Background: an optimization exercise with open tools, aiming at small area and a short achievable clock period. Do not read the settings as production practice.
Where RTL was checked, it was by simulation tests only, not by an equivalence proof against the original.
Only the layout flow was run in runs 2 and 3; the RTL was not checked for function there.

==> flow/design.v (outline; a module is shown in full before it is edited, if it fits) <==
// module FA: 9 lines
// module HA: 8 lines
// module RADD: 6 lines
// module YADD: 8 lines
// module YSEL: 48 lines
// module XOR2M: 6 lines
// module INV: 5 lines
// module G_INV: 5 lines
// module G_XOR2: 6 lines
// module G_XNOR2: 6 lines
// module G_NAND2: 6 lines
// module G_NOR2: 6 lines
// module G_AOI21: 7 lines
// module G_OAI21: 7 lines
// module G_AND2: 6 lines
// module G_OR2: 6 lines
// module G_ANDN: 6 lines
// module G_ORN: 6 lines
// module G_AO21: 7 lines
// module G_MUX2: 7 lines
// module G_MUX2I: 7 lines
// module G_MUX4: 10 lines
// module QCANDN: 13 lines
// module QCAND: 11 lines
// module FIR_transposed: 6067 lines
module FIR_transposed(clk, reset, noisy_signal, filtered_real);
  // ...
==> flow/flow/run.sh <==
#!/bin/bash
# Standard layout with a larger setup-repair margin.
bash standard.sh SETUP_SLACK_MARGIN=6.0 finish > standard.log 2>&1
==> flow/standard.sh <==
#!/bin/bash
# synth_recipe.tcl (not shown) runs the flow's synth.tcl, then flattens the netlist and writes it again
# the make line also repeats each setting of config.mk as NAME=value (left out here)
make -C /OpenROAD-flow-scripts/flow DESIGN_CONFIG=/design/flow/config.mk WORK_HOME=/design/flow/orfs CLKGATE_MAP_FILE= SYNTH_SCRIPT=/design/flow/synth_recipe.tcl "${@:-finish}"
==> flow/config.mk <==
export PLATFORM = sky130hd
export DESIGN_NAME = FIR_transposed
export DESIGN_NICKNAME = FIR_transposed
export VERILOG_FILES = /design/flow/design.v
export SDC_FILE = /design/flow/constraint.sdc
export NUM_CORES = 8
export LEC_CHECK = 0
export ABC_CLOCK_PERIOD_IN_PS = 2000
export CAP_MARGIN = 20
export CORE_MARGIN = 2
export CORE_UTILIZATION = 65
export CTS_CLUSTER_DIAMETER = 100
export CTS_CLUSTER_SIZE = 22
export SETUP_SLACK_MARGIN = 5
export SLEW_MARGIN = 20
export SYNTH_HIERARCHICAL = 1
==> flow/constraint.sdc <==
create_clock -name core_clock -period 13.0 [get_ports {clk}]
set_input_delay 2.6000 -clock core_clock [delete_from_list [all_inputs] [get_ports {clk}]]
set_output_delay 2.6000 -clock core_clock [all_outputs]
set_load 0.01 [all_outputs]
==> impl_metrics.csv, run 1 <==
group,metric,value,unit
sta,relSlewSlack,27.50,%
run,maxCapViolCount,0,
clock_tree,clk_pin_slew,0.09,ns
global_routing,overflow,0,
worst_setup_path,worstSetupPathType,"input port to output port",
final_layout,final_cell_mix,"fa_1, dfxtp_1, nand2_1",
global_routing,grt_max_degree,165,
sta,layout_setup_ws,6.007,ns
worst_setup_path,worstPathArrival,4.39,ns
sta,hold_viol,0,
floorplanning,start_util,65.74,%
route,drc,0,
global_routing,grt_pass1_wl,307700,um
worst_setup_path,crit_chain,"buf_12, buf_16, xor2_2, xnor2_1, nand2_1, a21oi_2, o21ai_2, a21oi_4, buf_12, buf_6, o21ai_4, buf_12, mux2i_1, buf_2",
synth,syn_area_per_cell,14.32,um2
hold_path,hp-class,"flip-flop to flip-flop",
global_routing,antenna_found_initial,3,
synth,yosys.area_share.xor_xnor,1.892,%
clock_tree,cts.sinks,913,
clock_tree,postCtsResizedCells,325,
synth,synth_area_leaders,"fa_1, dfxtp_1, nand2_1, nor2_1, ha_1",
run_status,status,"no timing/DRC/antenna violations",
synth,synth_adder_area_share,60.72,%
final_layout,largest_reg_flops,32,
sta,finalSetupViolations,0,
final_layout,finalNonFillerCells,6557,
==> inputs of run 2 (changes only) <==
--- a/flow/design.v
+++ b/flow/design.v
@@ -194,16 +194,42 @@
   output [15:0] nm1;
   output [15:0] nm2;
   assign n0 = ~rh;
   assign np1 = ~(rh + 16'd1);
   assign np2 = ~(rh + 16'd2);
   assign nm1 = ~(rh - 16'd1);
   assign nm2 = ~(rh - 16'd2);
 endmodule
+module QCANDR(rh, n0, np1, np2, nm1, nm2);
+  input [15:0] rh;
+  output [15:0] n0;
+  output [15:0] np1;
+  output [15:0] np2;
+  output [15:0] nm1;
+  output [15:0] nm2;
+  wire [15:0] a;    
+  wire [15:0] z;    
+  assign a[0] = 1'b1;
+  assign z[0] = 1'b1;
+  assign a[1] = 1'b1;
+  assign z[1] = 1'b1;
+  genvar i;
+  generate
+    for (i = 2; i < 16; i = i + 1) begin : g_chain
+      assign a[i] = a[i-1] & rh[i-1];
+      assign z[i] = z[i-1] & ~rh[i-1];
+    end
+  endgenerate
+  assign n0 = ~rh;
+  assign np1 = ~(rh ^ {a[15:1] & {15{rh[0]}}, 1'b1});
+  assign np2 = ~(rh ^ {a[15:1], 1'b0});
+  assign nm1 = ~(rh ^ {z[15:1] & {15{~rh[0]}}, 1'b1});
+  assign nm2 = ~(rh ^ {z[15:1], 1'b0});
+endmodule
 module QCAND(rh, qp1, qp2, qm1, qm2);
   input [15:0] rh;
   output [15:0] qp1;
   output [15:0] qp2;
   output [15:0] qm1;
   output [15:0] qm2;
   assign qp1 = rh + 16'd1;
   assign qp2 = rh + 16'd2;
@@ -6093,17 +6119,17 @@
   wire yq134;
   G_OAI21 u_yq134 (.a1(yq132), .a2(yq130), .b1(yq131), .y(yq134));
   wire yq135;
   G_OAI21 u_yq135 (.a1(yq132), .a2(yq130), .b1(yq131), .y(yq135));
   wire yq136;
   G_OAI21 u_yq136 (.a1(yq132), .a2(yq130), .b1(yq131), .y(yq136));
   wire [15:0] rh = r[31:16];
   wire [15:0] n0, np1, np2, nm1, nm2;
-  QCANDN u_qc (.rh(rh), .n0(n0), .np1(np1), .np2(np2), .nm1(nm1), .nm2(nm2));
+  QCANDR u_qc (.rh(rh), .n0(n0), .np1(np1), .np2(np2), .nm1(nm1), .nm2(nm2));
   wire yq137;
   G_MUX2I u_yq137 (.a0(nm2[0]), .a1(n0[0]), .s(x[15]), .y(yq137));
   wire yq138;
   G_MUX2I u_yq138 (.a0(nm1[0]), .a1(np1[0]), .s(x[15]), .y(yq138));
   wire yq139;
   G_MUX2I u_yq139 (.a0(n0[0]), .a1(np2[0]), .s(x[15]), .y(yq139));
   wire yq140;
   G_MUX2I u_yq140 (.a0(yq138), .a1(yq137), .s(yq77), .y(yq140));
==> impl_metrics.csv, run 2 <==
group,metric,value,unit
sta,fmax,0.1422,GHz
run,maxCapViolCount,0,
floorplanning,dieArea,112600,um2
route,firstDrtPassIters,7,
worst_setup_path,cp_max_fo,6,
final_layout,largest_reg_flops,32,
sta,fin_tns_setup,0,ns
worst_setup_path,r2r_slack,6.06,ns
final_layout,layout_commonest_cell,"fa_1",
route,vias,38360,
global_routing,grt_pass1_wl,303400,um
clock_tree,root_buffer,"clkbuf_16",
final_layout,top_regs,"R (32), T1a (31), T2a (30)",
synth,synthFlopType,"dfxtp_1",
route,drc,0,
synth,ys_top_cells_by_count,"fa_1, dfxtp_1, nand2_1, nor2_1, inv_1",
sta,maxSlewViolCount,0,
synth,synth_cells,4961,
global_routing,antenna_found_initial,0,
clock_tree,clk_latency,0.73,ns
sta,max_slew.worst_pin.slew,1.112,ns
worst_setup_path,worstPathArrival,4.43,ns
worst_setup_path,slowest_delay,0.25,ns
synth,ys_types,22,
worst_setup_path,end_kind,"output port",
clock_tree,clk_path_buf_depth,3,
global_routing,overflow,0,
synth,syn_area_per_cell,14.41,um2
clock_tree,cts_tree,"yes",
synth,syn_area,71470,um2
final_layout,layout.nets,7305,
worst_setup_path,reg2regPathDepth,16,
final_layout,n_fill_cell,7622,
clock_tree,htreeDepth,2,
route,ant_nets,0,
synth,synth_edf_count,0,
synth,synth.most_common_cell,"fa_1",
sta,hold_viol,0,
placement,globalplace.congestion,1.011,
worst_setup_path,crit_chain,"buf_12, xor2_4, xnor2_2, nor2_2, a21oi_2, o21ai_2, a21oi_4, buf_12, o21ai_4, buf_6, buf_6, mux2i_1, buf_2",
final_layout,drive_gt1_share,12.26,%
worst_setup_path,worstPathRequired,10.40,ns
final_layout,final_cell_mix,"fa_1, dfxtp_1, nand2_1",
sta,relSlewSlack,25.86,%
global_routing,grt_max_degree,181,
floorplanning,core_area,109000,um2
route,viasPerCell,5.918,
synth,yosysTopAreaCell,"fa_1",
route,wl_per_cell,31.74,um
worst_setup_path,r2r-start,"h40[6]",
worst_setup_path,slowest_stage,"o21ai_4",
floorplanning,ios,34,
sta,grt_setup_unrepaired,"yes",
sta,clock_skew,0.07687,ns
sta,min_period,7.030,ns
global_routing,grt_use_total,39.36,%
worst_setup_path,worstSetupPathType,"input port to output port",
synth,synth_top_area_share,59.35,%
worst_setup_path,timing.rr.end,"T1a[17]",
sta,finalSetupViolations,0,
worst_setup_path,crit_start,"noisy_signal[4]",
synth,synth-async-reset-ratio,0,%
clock_tree,cts.sinks,913,
synth,synth_nets,7213,
run_status,status,"no timing/DRC/antenna violations",
synth,yosys_warnings,7,
synth,synth_area_leaders,"fa_1, dfxtp_1, nand2_1, nor2_1, ha_1",
clock_tree,hold_buffers,0,
worst_setup_path,setup.worst_path.start_class,"input port",
placement,portBuffers,33,
worst_setup_path,crit_end,"filtered_real[11]",
route,drt_iter0_drc,3165,
clock_tree,cts_buffers,51,
final_layout,top_register,"R",
placement,hpwl,174900,um
synth,synth-seq-cells,913,
global_routing,grt_pass1_vias,44610,
clock_tree,clk_pin_slew,0.10,ns
synth,yosysSeqAreaShare,25.57,%
floorplanning,die_h,335.6,um
final_layout,area_growth,7.300,%
route,wl,205700,um
floorplanning,rows,121,
hold_path,hp-class,"flip-flop to flip-flop",
sta,fin_crit_sh,54.08,%
floorplanning,start_util,65.57,%
floorplanning,fp.dieW,335.6,um
==> run 2: changes by cell type after synthesis, moves of 4 or more <==
cell / delta
nand4_1: -16
ha_1: +23
nor2b_1: +9
xnor2_1: -22
nand2_1: +6
nor3_1: -11
nor4_2: -6
nand3_1: -10
a21oi_1: -4
buf_2: -6
nor2_1: -9
inv_1: +13
==> run 2: cell type report <==
type                       instances  area, um2  area share, %
tap                             1414       1769          2.307
sequential                       913      18330          23.90
timing repair buffer             147       1395          1.819
clock buffer                      52       1280          1.669
inverter                         275       1040          1.356
antenna                            1      2.502       0.003263
clock inverter                    15      237.7         0.3100
multi-input combinational       3665      52640          68.64
==> run 2: worst min-delay path by stage <==
stage               to  depth (start not counted)     from  slack [ns]
5_1_grt          h5[7]                          1    h4[7]        0.35
4_1_cts          h5[7]                          1    h4[7]        0.31
3_5_place_dp   h21[11]                          1  h20[11]        0.35
2_1_floorplan    h5[0]                          1    h4[0]        0.35
6_report         h5[7]                          1    h4[7]        0.32
3_3_place_gp    h43[8]                          1   h42[8]        0.35
==> run 2: per-module statistics from Yosys, one instance, submodules excluded, excerpt <==
module,area (um2),flops+latches,times used,cells
FA,20.02,0,2119,1
FIR_transposed,23500,913,1,2161
G_AND2,6.256,0,78,1
G_INV,3.754,0,10,1
G_NAND2,3.754,0,39,1
G_OR2,6.256,0,3,1
G_XNOR2,8.758,0,24,1
G_XOR2,8.758,0,79,1
==> run 2: kinds of logic after synthesis <==
logic type	count (synthesis)	synth area share (%)
and+or+nand+nor	1104	6.325
buffers and inverters	384	2.701
DFF	913	25.57
adders and majority gates	2234	61.37
muxes	111	1.555
xor gates and xnor gates	133	1.630
AOI/OAI and AO/OA	82	0.8491
==> run 2: what timing repair did <==
action	4_1_cts	5_1_grt
gates cloned	2	1
endpoints found under the setup margin	48	48
pin swaps	39	64
resized for setup	375	253
setup buffers	26	59
==> run 2: metal layers <==
layer	wire [um]	vias to the layer above	global-route usage (%)
met5	0	-	0
met4	14570	0	21.32
met3	19570	569	10.20
met2	96450	1715	61.22
met1	75130	21000	51.44
li1	-	15070	-
==> run 2: critical path, delay by kind of cell <==
family                 cells  cell delay, ns
XOR/XNOR                   2            0.32
multiplexers               1            0.17
buffers and inverters      5            0.64
AO/OA/AOI/OAI              4            0.55
AND/OR/NAND/NOR            1            0.14
==> run 2: stage by stage <==
stage	instances	util [%]	instance area [um2]	hold WS [ns]	setup WS, ns
finish	6482	70.35	76690	0.3179	5.970
global route	6481	70.35	76690	0.3507	5.827
CTS	6420	69.17	75400	0.3069	5.976
detailed placement	6325	66.88	72900	0.3548	4.591
global placement	6325	66.88	72900	0.3525	4.665
floorplan	4961	-	71480	0.3508	6.350
==> inputs of run 3 (changes only) <==
==> flow/flow/run.sh (replaced) <==
#!/bin/bash
# Standard layout with a larger setup-repair margin.
bash standard.sh SETUP_SLACK_MARGIN=5.9 finish > standard.log 2>&1
==> impl_metrics.csv, run 3 <==
group,metric,value,unit
run_status,status,"no timing/DRC/antenna violations",
clock_tree,clk_path_buf_depth,3,
sta,relSlewSlack,34.66,%
route,drc,0,
global_routing,grt_max_degree,181,
global_routing,grt_pass1_wl,302900,um
sta,finalSetupViolations,0,
global_routing,grt_pass1_vias,44450,
sta,fin_crit_sh,55.48,%
synth,synth_cells,4961,
floorplanning,start_util,65.57,%
placement,globalplace.congestion,1.011,
final_layout,drive_gt1_share,8.926,%
sta,hold_ws,0.3210,ns
synth,synth_nets,7213,
clock_tree,htreeDepth,2,
floorplanning,rows,121,
floorplanning,core_area,109000,um2
sta,clock_skew,0.07524,ns
synth,yosysSeqAreaShare,25.57,%
synth,syn_area_per_cell,14.41,um2
route,ant_nets,0,
placement,hpwl,174900,um
final_layout,area_growth,6.167,%
worst_setup_path,cp_max_fo,4,
final_layout,final_cell_area,75880,um2
worst_setup_path,crit_chain,"buf_12, buf_12, xor2_2, xnor2_1, buf_4, nor2_2, a21oi_2, o21ai_2, a21oi_4, buf_12, o21ai_4, buf_12, buf_6, buf_6, buf_6, mux2i_1, buf_2",
global_routing,overflow,0,
synth,synth_top_area_share,59.35,%
synth,synth-seq-cells,913,
synth,ys_types,22,
clock_tree,root_buffer,"clkbuf_16",
route,firstDrtPassIters,5,
synth,ys_top_cells_by_count,"fa_1, dfxtp_1, nand2_1, nor2_1, inv_1",
clock_tree,cts_buffers,51,
worst_setup_path,cp_common_cell,"buf_12",
worst_setup_path,worstPathArrival,4.61,ns
final_layout,layout.nets,7268,
sta,fmax,0.1387,GHz
final_layout,layout_commonest_cell,"fa_1",
final_layout,top_regs,"R (32), T1a (31), T2a (30)",
sta,maxSlewViolCount,0,
final_layout,final_cell_mix,"fa_1, dfxtp_1, nand2_1",
sta,hold_viol,0,
route,viasPerCell,5.930,
floorplanning,dieArea,112600,um2
worst_setup_path,worstSetupPathType,"input port to output port",
worst_setup_path,setup.worst_path.start_class,"input port",
route,wl,204800,um
route,vias,38220,
sta,grt_setup_unrepaired,"yes",
synth,syn_area,71470,um2
floorplanning,ios,34,
worst_setup_path,end_kind,"output port",
synth,synth_edf_count,0,
clock_tree,clk_pin_slew,0.08,ns
worst_setup_path,slowest_stage,"xnor2_1",
sta,fin_tns_setup,0,ns
clock_tree,hold_buffers,0,
sta,max_slew.worst_pin.slew,0.9802,ns
route,drt_iter0_drc,2993,
run,maxCapViolCount,0,
synth,synth-async-reset-ratio,0,%
final_layout,top_register,"R",
hold_path,hp-class,"flip-flop to flip-flop",
route,wl_per_cell,31.78,um
placement,place_area,72900,um2
placement,portBuffers,33,
clock_tree,cts_tree,"yes",
synth,yosysTopAreaCell,"fa_1",
floorplanning,fp.dieW,335.6,um
worst_setup_path,worstPathRequired,10.40,ns
worst_setup_path,slowest_delay,0.19,ns
synth,yosys_warnings,7,
sta,min_period,7.212,ns
synth,synth_area_leaders,"fa_1, dfxtp_1, nand2_1, nor2_1, ha_1",
floorplanning,die_h,335.6,um
synth,synth.most_common_cell,"fa_1",
final_layout,largest_reg_flops,32,
global_routing,grt_use_total,39.28,%
clock_tree,cts.sinks,913,
final_layout,fin_util,69.61,%
synth,synthFlopType,"dfxtp_1",
global_routing,antenna_found_initial,0,
clock_tree,clk_latency,0.73,ns
-- run 3: cell counts after synthesis --
Identical to the previous run, type by type.
-- run 3: cells by family (layout without fill, tap and decap cells) --
| logic type | Yosys count | in the layout | share of synthesized area [%] |
|---|---|---|---|
| adder cells (fa/ha/maj) | 2234 | 2234 | 61.37 |
| AO/OA/AOI/OAI | 82 | 83 | 0.8491 |
| other | 0 | 1 | 0 |
| XOR/XNOR | 133 | 133 | 1.630 |
| multiplexers | 111 | 111 | 1.555 |
| AND/OR/NAND/NOR | 1104 | 1104 | 6.325 |
| flip-flops | 913 | 913 | 25.57 |
| buffers and inverters | 384 | 452 | 2.701 |
-- run 3: repair_timing --
action,CTS,global route
cloned,2,1
buffers inserted,20,27
setup endpoints to repair,42,45
pin swaps,19,28
resized for setup,253,206
-- run 3: layer usage --
metal / track usage, % / wire, um
met1: 51.58 / 74740
met2: 61.33 / 96150
met3: 10.05 / 19600
met4: 20.41 / 14340
met5: 0 / 0
-- run 3: layout make-up --
type | instances | area [um2]
timing repair buffer | 110 | 1077
sequential | 913 | 18300
multi-input combinational | 3665 | 52170
inverter | 275 | 1040
antenna | 1 | 2.502
tap | 1414 | 1769
fill | 7740 | 33130
clock inverter | 15 | 237.7
clock buffer | 52 | 1280
-- run 3: path summary, 6_finish.rpt --
check	endpoint	cells past startpoint	startpoint	slack [ns]
setup / recovery	filtered_real[5]	17	noisy_signal[15]	5.79
hold / removal	h21[7]	1	h20[7]	0.32
setup reg to reg	T2a[18]	16	h3[9]	6.00
hold reg to reg	h21[7]	1	h20[7]	0.32
-- run 3: worst max-delay path: cells and delay by family --
kind                      cells  cell delay (ns)
and+or+nand+nor               1             0.03
xor gates and xnor gates      2             0.32
muxes                         1             0.15
buffers and inverters         9             1.07
AOI/OAI and AO/OA             4             0.42
-- run 3: Yosys stat by module, one instance, submodules excluded, excerpt --
module,cell area (um2),cells inside,flops+latches
QCANDR,919.6,122,0
G_XNOR2,8.758,1,0
G_ORN,6.256,1,0
G_OR2,6.256,1,0
HA,12.51,1,0
G_NOR2,3.754,1,0
G_ANDN,13.76,1,0
G_AO21,7.507,1,0
-- run 3: per-stage QoR --
stage	setup WS [ns]	std cells
4_1_cts	5.656	6414
3_3_place_gp	4.665	6325
5_1_grt	5.661	6444
3_5_place_dp	4.591	6325
6_report	5.788	6445
2_1_floorplan	6.350	4961

==> what the ideal ports hide <==
How much do the figures lean on ideal ports? The routed layouts below were timed once more, with nothing changed but the port constraints. Step 1, drivers: a clkbuf_16 drives clk and a buf_2 each remaining input, both assumed. Step 2 times the ports against the registers' clock, not the clock port: input delays grow and output delays shrink by t, the midpoint of the rising clock arrivals with the driver on. a / b / c = no drivers / after step 1 / after step 2; a / b = the first two.
| run | shift t [ns] | slack for setup (ns) | slew at the worst register clock pin (ns) | worst slew at a driven data input, ns |
|---|---|---|---|---|
| run 1 | 0.740 | 6.007 / 5.959 / 5.551 | 0.10 / 0.10 | 0.07 |
| run 2 | 0.770 | 5.970 / 5.920 / 5.560 | 0.10 / 0.10 | 0.07 |
| run 3 | 0.772 | 5.788 / 5.730 / 5.564 | 0.10 / 0.10 | 0.08 |
After both steps every run listed still meets setup and hold. For run 1, which loses most, drivers alone change the setup slack by -0.048 ns; drivers and shift together by -0.456 ns.
